From an optimization exercise on the open Yosys and OpenROAD flow, aimed at small area and a short achievable clock period; shortcuts taken in it are not production practice.
Function was checked by simulation only, so behaviour that the tests miss may differ from the original.
Power is estimated from default activity; no workload was simulated.

## flow/run.sh

```bash
#!/bin/bash
# synth_recipe.tcl (not shown) runs the flow's synth.tcl, then flattens the netlist and writes it again
# the make line also repeats each setting of config.mk as NAME=value (left out here)
make -C /OpenROAD-flow-scripts/flow DESIGN_CONFIG=/design/flow/config.mk WORK_HOME=/design/flow/orfs CLKGATE_MAP_FILE= SYNTH_SCRIPT=/design/flow/synth_recipe.tcl finish
```

## flow/config.mk

```make
export PLATFORM = sky130hd
export DESIGN_NAME = processor_arm
export DESIGN_NICKNAME = processor_arm
export VERILOG_FILES = /design/flow/design.v
export SDC_FILE = /design/flow/constraint.sdc
export NUM_CORES = 4
export LEC_CHECK = 0
export CAP_MARGIN = 20
export CORE_MARGIN = 2
export CORE_UTILIZATION = 40
export SLEW_MARGIN = 20
```

## flow/constraint.sdc

```tcl
create_clock -name core_clock -period 7.5 [get_ports {CLOCK_50}]
set_input_delay 1.5000 -clock core_clock [delete_from_list [all_inputs] [get_ports {CLOCK_50}]]
set_output_delay 1.5000 -clock core_clock [all_outputs]
set_load 0.01 [all_outputs]
```

## flow/design.v

```verilog
module adder #(parameter N = 64)
				(input logic [N-1:0] a, b,
				output logic [N-1:0] y);
	assign y = a + b;
endmodule
module mux2 #(parameter N = 64)
				(input logic [N-1:0] d0, d1,
				input logic s,
				output logic [N-1:0] y);
	assign y = s ? d1 : d0;
endmodule
module flopr #(parameter N = 64)
	(input logic [N-1:0] d,
	 input logic clk, reset,
	output logic [N-1:0] q);
	always_ff @(posedge clk, posedge reset)
		if (reset) q <= '0;
		else q <= d;
endmodule
module sl2 #(parameter N = 64)
				(input logic [N-1:0] a,					
				output logic [N-1:0] y);
	assign y[0] = 1'b0;
	assign y[1] = 1'b0;
	assign y[63:2] = a[61:0];
endmodule
module signext(input logic [31:0] a,
				  output logic [63:0] y); 
	logic [10:0] opcode;
	always_comb begin
		opcode = a[31:21];
		casez(opcode)
			11'b101_1010_????: y = {{46{a[23]}}, a[22: 5]};  
			11'b111_1100_00?0: y = {{56{a[20]}}, a[19:12]};  
			11'b100_1000_100?: y = {{53{a[21]}}, a[20:10]};  
			default: y = '0;
		endcase
	end
endmodule
module alu #(parameter N = 64)
			 (input logic [N-1:0] a, b,
			  input logic  [3:0] ALUControl,
			 output logic [N-1:0] result,
			 output logic zero);
	logic [N-1:0] res;
	always_comb begin
		case(ALUControl)
			4'b0000: res = a & b;
			4'b0001: res = a | b;
			4'b0010: res = a + b;
			4'b0110: res = a - b;
			4'b0111: res = b;
			4'b1100: res = ~(a | b);
			4'b1111: res = b;
			default: res = a;
		endcase
		result = res;
		zero = ~|res + &ALUControl;
	end
endmodule
module aludec (input  logic [10:0] funct,
					input  logic [1:0]  aluop,
					output logic [3:0] alucontrol);
	always_comb
		if (aluop == 2'b00) alucontrol = 4'b0010;			 
		else if (aluop == 2'b01) alucontrol = 4'b0111; 	 
		else if (aluop == 2'b11) alucontrol = 4'b1111; 	 
		else if(aluop == 2'b10)
			casez(funct)
				11'b1001000100?: alucontrol = 4'b0010;	 
				11'b10001011000: alucontrol = 4'b0010;	 
				11'b11001011000: alucontrol = 4'b0110;	 
				11'b10001010000: alucontrol = 4'b0000;	 
				11'b10101010000: alucontrol = 4'b0001;	 
				default: alucontrol = 4'b0000;
			endcase
		else alucontrol = 4'b0000;
endmodule
module maindec( input logic [10:0] Op,
					output logic Reg2Loc, ALUSrc,
					output logic MemtoReg, RegWrite, 
					output logic MemRead, MemWrite, Branch,
					output logic [1:0] ALUOp);
	always_comb
		casez(Op)
				11'b111_1100_0010:  
					{Reg2Loc, ALUSrc, MemtoReg, RegWrite,
					 MemRead, MemWrite, Branch, ALUOp} = 9'b011110000;
				11'b111_1100_0000:  
					{Reg2Loc, ALUSrc, MemtoReg, RegWrite,
					 MemRead, MemWrite, Branch, ALUOp} = 9'b110001000;
				11'b101_1010_0???:  
					{Reg2Loc, ALUSrc, MemtoReg, RegWrite,
					 MemRead, MemWrite, Branch, ALUOp} = 9'b100000101;
				11'b101_1010_1???:  
					{Reg2Loc, ALUSrc, MemtoReg, RegWrite,
					 MemRead, MemWrite, Branch, ALUOp} = 9'b100000111;
				11'b1?0_0101_1000:  
					{Reg2Loc, ALUSrc, MemtoReg, RegWrite,
					 MemRead, MemWrite, Branch, ALUOp} = 9'b000100010;
				11'b10?_0101_0000:  
					{Reg2Loc, ALUSrc, MemtoReg, RegWrite,
					 MemRead, MemWrite, Branch, ALUOp} = 9'b000100010;
				11'b100_1000_100?:  
					{Reg2Loc, ALUSrc, MemtoReg, RegWrite,
					 MemRead, MemWrite, Branch, ALUOp} = 9'b010100010;
				default:
					{Reg2Loc, ALUSrc, MemtoReg, RegWrite,
					 MemRead, MemWrite, Branch, ALUOp} = 9'b0;
		endcase
endmodule
module controller(input logic [10:0] instr,
						output logic [3:0] AluControl,						
						output logic reg2loc, regWrite, AluSrc, Branch,
											memtoReg, memRead, memWrite);
	logic [1:0] AluOp_s;
	maindec 	decPpal 	(.Op(instr), 
							.Reg2Loc(reg2loc), 
							.ALUSrc(AluSrc), 
							.MemtoReg(memtoReg), 
							.RegWrite(regWrite), 
							.MemRead(memRead), 
							.MemWrite(memWrite), 
							.Branch(Branch), 
							.ALUOp(AluOp_s));	
	aludec 	decAlu 	(.funct(instr), 
							.aluop(AluOp_s), 
							.alucontrol(AluControl));
endmodule
module regfile(input logic clk, we3,
					input logic [4:0] ra1, ra2, wa3,
					input logic [63:0] wd3,
				  output logic [63:0] rd1, rd2);
	logic [63:0] regs [31];
	always_ff @(posedge clk) begin
		if (we3 && wa3 != 31)
			regs[wa3] <= wd3;
	end
	always_comb begin
		if (wa3 == ra1 && we3 && wa3 != 31) rd1 = wd3;
		else if (ra1 == 31) rd1 = '0;
		else rd1 = regs[ra1];
		if (wa3 == ra2 && we3 && wa3 != 31) rd2 = wd3;
		else if (ra2 == 31) rd2 = '0;
		else rd2 = regs[ra2];
	end
endmodule
module fetch #(parameter N = 64)
				(input logic PCSrc_F, clk, reset,
				 input logic [N-1:0] PCBranch_F,
				output logic [N-1:0] imem_addr_F);
	logic [N-1:0] ADDER_OUT, MUX_OUT, PC_OUT;
	mux2  #(N) MUX(ADDER_OUT, PCBranch_F, PCSrc_F, MUX_OUT);
	flopr #(N) PC(MUX_OUT, clk, reset, PC_OUT);
	adder #(N) ADD(PC_OUT, {{(N-3){1'b0}}, 3'd4}, ADDER_OUT);
	assign imem_addr_F = PC_OUT;
endmodule
module decode #(parameter N = 64)
					(input logic regWrite_D, reg2loc_D, clk,
					input logic [N-1:0] writeData3_D,
					input logic [31:0] instr_D,
					output logic [N-1:0] signImm_D, readData1_D, readData2_D, 
					input logic [4:0] wa3_D);  
	logic [4:0] ra2;			
	mux2 	#(5) 	ra2mux	(.d0(instr_D[20:16]), .d1(instr_D[4:0]), .s(reg2loc_D), .y(ra2));
	regfile 		registers(.clk(clk), .we3(regWrite_D), .ra1(instr_D[9:5]), .ra2(ra2), .wa3(wa3_D), 
								 .wd3(writeData3_D), .rd1(readData1_D), .rd2(readData2_D));
	signext 		ext		(.a(instr_D), .y(signImm_D));	
endmodule
module execute #(parameter N = 64)
					(input logic AluSrc,
					 input logic  [3:0] AluControl,
					 input logic [N-1:0] PC_E, signImm_E,
					 input logic [N-1:0] readData1_E, readData2_E,
					output logic [N-1:0] PCBranch_E, aluResult_E, writeData_E,
					output logic zero_E);
	logic [N-1:0] SHIFT_OUT, MUX_OUT;
	adder #(N) ADD(PC_E, SHIFT_OUT, PCBranch_E);
	sl2   #(N) LSHIFT2(signImm_E, SHIFT_OUT);
	alu   #(N) ALU(readData1_E, MUX_OUT, AluControl, aluResult_E, zero_E);
	mux2  #(N) MUX(readData2_E, signImm_E, AluSrc, MUX_OUT);
	assign writeData_E = readData2_E;
endmodule
module memory 	(input logic Branch_W, zero_W,					
					output logic PCSrc_W);
	assign PCSrc_W = Branch_W & zero_W;
endmodule
module writeback #(parameter N = 64)
					(input logic [N-1:0] aluResult_W, DM_readData_W,
					input logic memtoReg,
					output logic [N-1:0] writeData3_W);					
	mux2 #(64) MtoRmux (.d0(aluResult_W), .d1(DM_readData_W), .s(memtoReg), .y(writeData3_W));
endmodule
module datapath #(parameter N = 64)
					(input logic reset, clk,
					input logic reg2loc,									
					input logic AluSrc,
					input logic [3:0] AluControl,
					input logic	Branch,
					input logic memRead,
					input logic memWrite,
					input logic regWrite,	
					input logic memtoReg,									
					input logic [31:0] IM_readData,
					input logic [N-1:0] DM_readData,
					output logic [N-1:0] IM_addr, DM_addr, DM_writeData,
					output logic DM_writeEnable, DM_readEnable );					
	logic PCSrc;
	logic [N-1:0] PCBranch_E, aluResult_E, writeData_E, writeData3; 
	logic [N-1:0] signImm_D, readData1_D, readData2_D;
	logic zero_E;
	logic [95:0] qIF_ID;
	logic [270:0] qID_EX;
	logic [202:0] qEX_MEM;
	logic [134:0] qMEM_WB;
	fetch 	#(64) 	FETCH 	(.PCSrc_F(PCSrc),
										.clk(clk),
										.reset(reset),
										.PCBranch_F(qEX_MEM[197:134]),
										.imem_addr_F(IM_addr));								
	flopr 	#(96)		IF_ID 	(.clk(clk),
										.reset(reset), 
										.d({IM_addr, IM_readData}),
										.q(qIF_ID));
	decode 	#(64) 	DECODE 	(.regWrite_D(qMEM_WB[134]),
										.reg2loc_D(reg2loc), 
										.clk(clk),
										.writeData3_D(writeData3),
										.instr_D(qIF_ID[31:0]), 
										.signImm_D(signImm_D), 
										.readData1_D(readData1_D),
										.readData2_D(readData2_D),
										.wa3_D(qMEM_WB[4:0]));				
	flopr 	#(271)	ID_EX 	(.clk(clk),
										.reset(reset), 
										.d({AluSrc, AluControl, Branch, memRead, memWrite, regWrite, memtoReg,	
											qIF_ID[95:32], signImm_D, readData1_D, readData2_D, qIF_ID[4:0]}),
										.q(qID_EX));	
	execute 	#(64) 	EXECUTE 	(.AluSrc(qID_EX[270]),
										.AluControl(qID_EX[269:266]),
										.PC_E(qID_EX[260:197]), 
										.signImm_E(qID_EX[196:133]), 
										.readData1_E(qID_EX[132:69]), 
										.readData2_E(qID_EX[68:5]), 
										.PCBranch_E(PCBranch_E), 
										.aluResult_E(aluResult_E), 
										.writeData_E(writeData_E), 
										.zero_E(zero_E));											
	flopr 	#(203)	EX_MEM 	(.clk(clk),
										.reset(reset), 
										.d({qID_EX[265:261], PCBranch_E, zero_E, aluResult_E, writeData_E, qID_EX[4:0]}),
										.q(qEX_MEM));	
	memory				MEMORY	(.Branch_W(qEX_MEM[202]), 
										.zero_W(qEX_MEM[133]), 
										.PCSrc_W(PCSrc));
	assign DM_writeData = qEX_MEM[68:5];
	assign DM_addr = qEX_MEM[132:69];
	assign DM_writeEnable = qEX_MEM[200];
	assign DM_readEnable = qEX_MEM[201];
	flopr 	#(135)	MEM_WB 	(.clk(clk),
										.reset(reset), 
										.d({qEX_MEM[199:198], qEX_MEM[132:69],	DM_readData, qEX_MEM[4:0]}),
										.q(qMEM_WB));
	writeback #(64) 	WRITEBACK (.aluResult_W(qMEM_WB[132:69]), 
										.DM_readData_W(qMEM_WB[68:5]), 
										.memtoReg(qMEM_WB[133]), 
										.writeData3_W(writeData3));		
endmodule
module processor_arm #(parameter N = 64)
							(input logic CLOCK_50, reset,
							output logic [N-1:0] IM_addr,
							input  logic [31:0] IM_readData,
							output logic [N-1:0] DM_writeData, DM_addr,
							output logic DM_writeEnable, DM_readEnable,
							input  logic [N-1:0] DM_readData);
	logic [31:0] q;		
	logic [3:0] AluControl;
	logic reg2loc, regWrite, AluSrc, Branch, memtoReg, memRead, memWrite;
	logic [10:0] instr;
	assign q = IM_readData;
	controller 		c 			(.instr(instr), 
									.AluControl(AluControl), 
									.reg2loc(reg2loc), 
									.regWrite(regWrite), 
									.AluSrc(AluSrc), 
									.Branch(Branch),
									.memtoReg(memtoReg), 
									.memRead(memRead), 
									.memWrite(memWrite));
	datapath #(64) dp 		(.reset(reset), 
									.clk(CLOCK_50), 
									.reg2loc(reg2loc), 
									.AluSrc(AluSrc), 
									.AluControl(AluControl), 
									.Branch(Branch), 
									.memRead(memRead),
									.memWrite(memWrite), 
									.regWrite(regWrite), 
									.memtoReg(memtoReg), 
									.IM_readData(q), 
									.DM_readData(DM_readData), 
									.IM_addr(IM_addr), 
									.DM_addr(DM_addr), 
									.DM_writeData(DM_writeData), 
									.DM_writeEnable(DM_writeEnable), 
									.DM_readEnable(DM_readEnable));				
	flopr #(11)		IF_ID_TOP(.clk(CLOCK_50),
									.reset(reset), 
									.d(q[31:21]), 
									.q(instr));
endmodule
```

==> impl_metrics.env <==
export IMPL_status="no timing/DRC/antenna violations"
export IMPL_place_ws_ns=-0.5149
export IMPL_track_usage=0.2804
export IMPL_synth_area_leader_cell="edfxtp_1"
export IMPL_syn_area_um2=130000
export IMPL_synth_top_area_share=0.4582
export IMPL_tritoncts="done"
export IMPL_crit_path_end_kind="register"
export IMPL_clock_path_buffers=4
export IMPL_rsz0062_at_grt="false"
export IMPL_setup_violations=0
export IMPL_clk_pin_slew_ns=0.06
export IMPL_drt_total_wl_um=474600
export IMPL_r2r_end="dp.EX_MEM.q[133]"
export IMPL_setup_tns_ns=0
export IMPL_max_freq_ghz=0.1388
export IMPL_finClkSkew_ns=0.04019
export IMPL_cp_slowest_stage_delay_ns=0.59
export IMPL_die_width_um=574.2
export IMPL_hold_end="dp.ID_EX.q[208]"
export IMPL_antenna_found_initial=35
export IMPL_cts_inserted_buffers=291
export IMPL_seqCellArea_um2=77680
export IMPL_clock_sinks=2706
export IMPL_yosys_top_cells_count="nand2_1 (2294), edfxtp_1 (1984), dfrtp_1 (722)"
export IMPL_port_buffer_count=291
export IMPL_fin_nets=10770
export IMPL_drt_iter0_drc=12260
export IMPL_cp_start_kind="register"
export IMPL_clk_latency_ns=0.88
export IMPL_slew_viol_final=0
export IMPL_crit_fanout=33
export IMPL_wl_per_cell_um=31.42
export IMPL_vdd_drop_max_uv=248.9
export IMPL_synth_edf_count=1984
export IMPL_fin_crit_ns=7.206
export IMPL_dp_hpwl_um=280300
export IMPL_grt_pass1_vias=91930
export IMPL_initial_core_util=0.4017
export IMPL_postSynthAreaPerCell_um2=12.38
export IMPL_crit_required_ns=8.26
export IMPL_fillers=28700
export IMPL_ys_seq_area_frac=0.5971
export IMPL_hold_class="reg -> reg"
export IMPL_post_route_period_util=0.9608
export IMPL_critPathKind="reg -> reg"
export IMPL_drv_cap=0
export IMPL_synth_most_common_cell="nand2_1"
export IMPL_vias=95320
export IMPL_dieArea_um2=329700
export IMPL_synthesis_nets=10740
export IMPL_synthTopCellsByArea="edfxtp_1 (46%), dfrtp_1 (14%), mux4_2 (10%)"
export IMPL_worst_slack_ns=0.2936
export IMPL_rows=209
export IMPL_placed_area_um2=138500
export IMPL_fin_area_um2=148100
export IMPL_core_um2=323700
export IMPL_worstPathArrival_ns=7.97
export IMPL_leakage_nw=53.54
export IMPL_synth_flop_cell="edfxtp_1"
export IMPL_grt_max_degree=171
export IMPL_cts_root_buf="clkbuf_16"
export IMPL_via_per_inst=6.311
export IMPL_rrSetupSlack_ns=0.29
export IMPL_grt_pass1_wl_um=673600
export IMPL_die_h_um=574.2
export IMPL_holdPathStages=0
export IMPL_drc_errors=0
export IMPL_routabilityCongestion=0.9675
export IMPL_cts_hold_buf=0
export IMPL_tightest_slew_ns=1.213
export IMPL_hold_viol_final=0
export IMPL_hp_start="dp.IF_ID.q[43]"
export IMPL_io_pins=292
export IMPL_first_pass_iters=8
export IMPL_synth_seq_cells=2706
export IMPL_ant_nets=0
export IMPL_r2r_cells=25
export IMPL_syn_to_final_growth_pct=13.91
export IMPL_layout_drive_gt1_share=0.1406
export IMPL_power_total_w=0.04045
export IMPL_syn_inst=10510
export IMPL_yosysUniqueCellTypes=94
export IMPL_slowest_stage="or4_1"
export IMPL_reg2reg_from="dp.ID_EX.q[270]"
export IMPL_async_flop_share=0.2668
export IMPL_slew_headroom=0.1911
export IMPL_multiInputGateArea_um2=48610
export IMPL_h_tree_depth=5
export IMPL_fin_cells=15100
export IMPL_grt_overflow_total=0
export IMPL_yosysWarnings=11
export IMPL_dpl_cell_count=14570
export IMPL_p_per_area_nw_per_um2=273.1
## metrics by stage
step | util | hold slack [ns]
3_3_place_gp | 0.4276 | 0.3332
2_1_floorplan | - | 0.3312
5_1_grt | 0.4574 | 0.3509
3_5_place_dp | 0.4277 | 0.3347
4_1_cts | 0.4570 | 0.3480
6_report | 0.4575 | 0.3430
## power breakdown
part | internal (W) | switching (W) | leakage, nW
clock | 0.00846 | 0.00604 | 4.64
combinational | 0.00210 | 0.00489 | 22.0
sequential | 0.0183 | 0.000691 | 26.9
total | 0.0288 | 0.0116 | 53.5
## flip-flops by register name, summed over array words and instances (netlist names)
name,cells
dp.MEM_WB.q,135
dp.DECODE.registers.regs,1984
dp.FETCH.PC.q,64
dp.EX_MEM.q,202
IF_ID_TOP.q,10
dp.ID_EX.q,225
dp.IF_ID.q,86
## routing by layer
| layer | global-route usage | wire length [µm] |
|---|---|---|
| met5 | 0 | 88 |
| met2 | 0.4274 | 212500 |
| met4 | 0.1217 | 22990 |
| met1 | 0.3881 | 188900 |
| met3 | 0.05870 | 50030 |
## cells by family (layout without fill, tap and decap cells)
group,after synthesis,after routing,synth area share
DFF,2706,2706,0.5971
and+or+nand+nor,3742,3742,0.1253
muxes,810,810,0.1181
buffers and inverters,1029,1287,0.03392
adders and majority gates,131,131,0.01270
other,0,13,0
xor gates and xnor gates,235,235,0.01593
AOI/OAI and AO/OA,1855,1855,0.09699
## layout by cell type (no fill, tap or decap), types with 29 or more instances in the layout
| master | netlist | final |
|---|---|---|
| o21bai_1 | 32 | 32 |
| xnor2_1 | 136 | 136 |
| o21ai_0 | 319 | 313 |
| o22ai_1 | 137 | 137 |
| clkdlybuf4s50_1 | 0 | 291 |
| buf_12 | 0 | 73 |
| nor2_1 | 293 | 258 |
| nor2b_1 | 33 | 33 |
| inv_1 | 121 | 119 |
| nand2b_1 | 40 | 39 |
| dfrtp_1 | 722 | 711 |
| a21oi_1 | 359 | 356 |
| a222oi_1 | 33 | 33 |
| clkinv_1 | 1 | 38 |
| a21o_1 | 107 | 107 |
| nand3_1 | 578 | 576 |
| xor2_1 | 98 | 98 |
| a31oi_1 | 155 | 155 |
| nor3_1 | 77 | 73 |
| a311oi_1 | 386 | 386 |
| mux4_2 | 576 | 576 |
| o221ai_1 | 31 | 29 |
| mux2i_1 | 216 | 207 |
| and3_1 | 219 | 219 |
| ha_1 | 128 | 124 |
| clkbuf_16 | 0 | 301 |
| nand4_1 | 61 | 61 |
| a211oi_1 | 82 | 82 |
| nand2_1 | 2294 | 2293 |
| clkinv_2 | 0 | 55 |
| nor2_4 | 1 | 33 |
| buf_4 | 130 | 281 |
| edfxtp_1 | 1984 | 1984 |
| clkbuf_1 | 661 | 59 |
## final cells by class
cell class	count	share of cell area
sequential	2706	0.5244
multi-input combinational	6773	0.3282
clock buffer	374	0.05365
timing repair buffer	646	0.04387
tap	4325	0.03653
clock inverter	144	0.01001
inverter	123	0.003142
antenna	13	0.0002196
## critical path, delay by kind of cell (launching register included)
kind,cells,cell delay (ns)
fa+ha+maj,1,0.37
compound gates,7,1.29
flops,1,0.51
simple gates,12,4.06
buf+inv,3,0.52
xor+xnor,2,0.33
## worst max path at each step
stage	cells past startpoint	startpoint	slack, ns	endpoint
finish	25	dp.ID_EX.q[270]	0.29	dp.EX_MEM.q[133]
global placement	27	dp.ID_EX.q[270]	-0.64	dp.EX_MEM.q[133]
detailed placement	27	dp.ID_EX.q[270]	-0.51	dp.EX_MEM.q[133]
CTS	27	dp.ID_EX.q[270]	0.06	dp.EX_MEM.q[133]
floorplan	1	reset	-3.89	IF_ID_TOP.q[0]
global route	27	dp.ID_EX.q[270]	0.02	dp.EX_MEM.q[133]
## timing repair
action	4_1_cts	5_1_grt
cloned	0	0
hold endpoints to repair	0	0
buffers inserted	1	0
pin swaps	1	4
setup endpoints to repair	1	1
resized for setup	10	31

==> re-timing with driven ports <==
No port has a modelled driver above. Below, the same layout with a new extraction and two added sets of constraints.
Step 1 assumes that a clkbuf_16 drives the clock port and a buf_2 every other input.
Step 2 moves the port delays by t, midway between the first and last clock arrival at a register: inputs arrive t later, outputs are due t later. That takes back most of the time a late clock gives input paths.
Slacks: ideal / step 1 / step 2; pairs: ideal / step 1.
t (ns): 0.968
setup WS [ns]: 0.294 / 0.294 / 0.294
worst register clock-pin slew, ns: 0.07 / 0.07
After both steps setup and hold are still met in this run. The setup slack of this run moves by 0.000 ns with the drivers and by 0.000 ns with both steps.
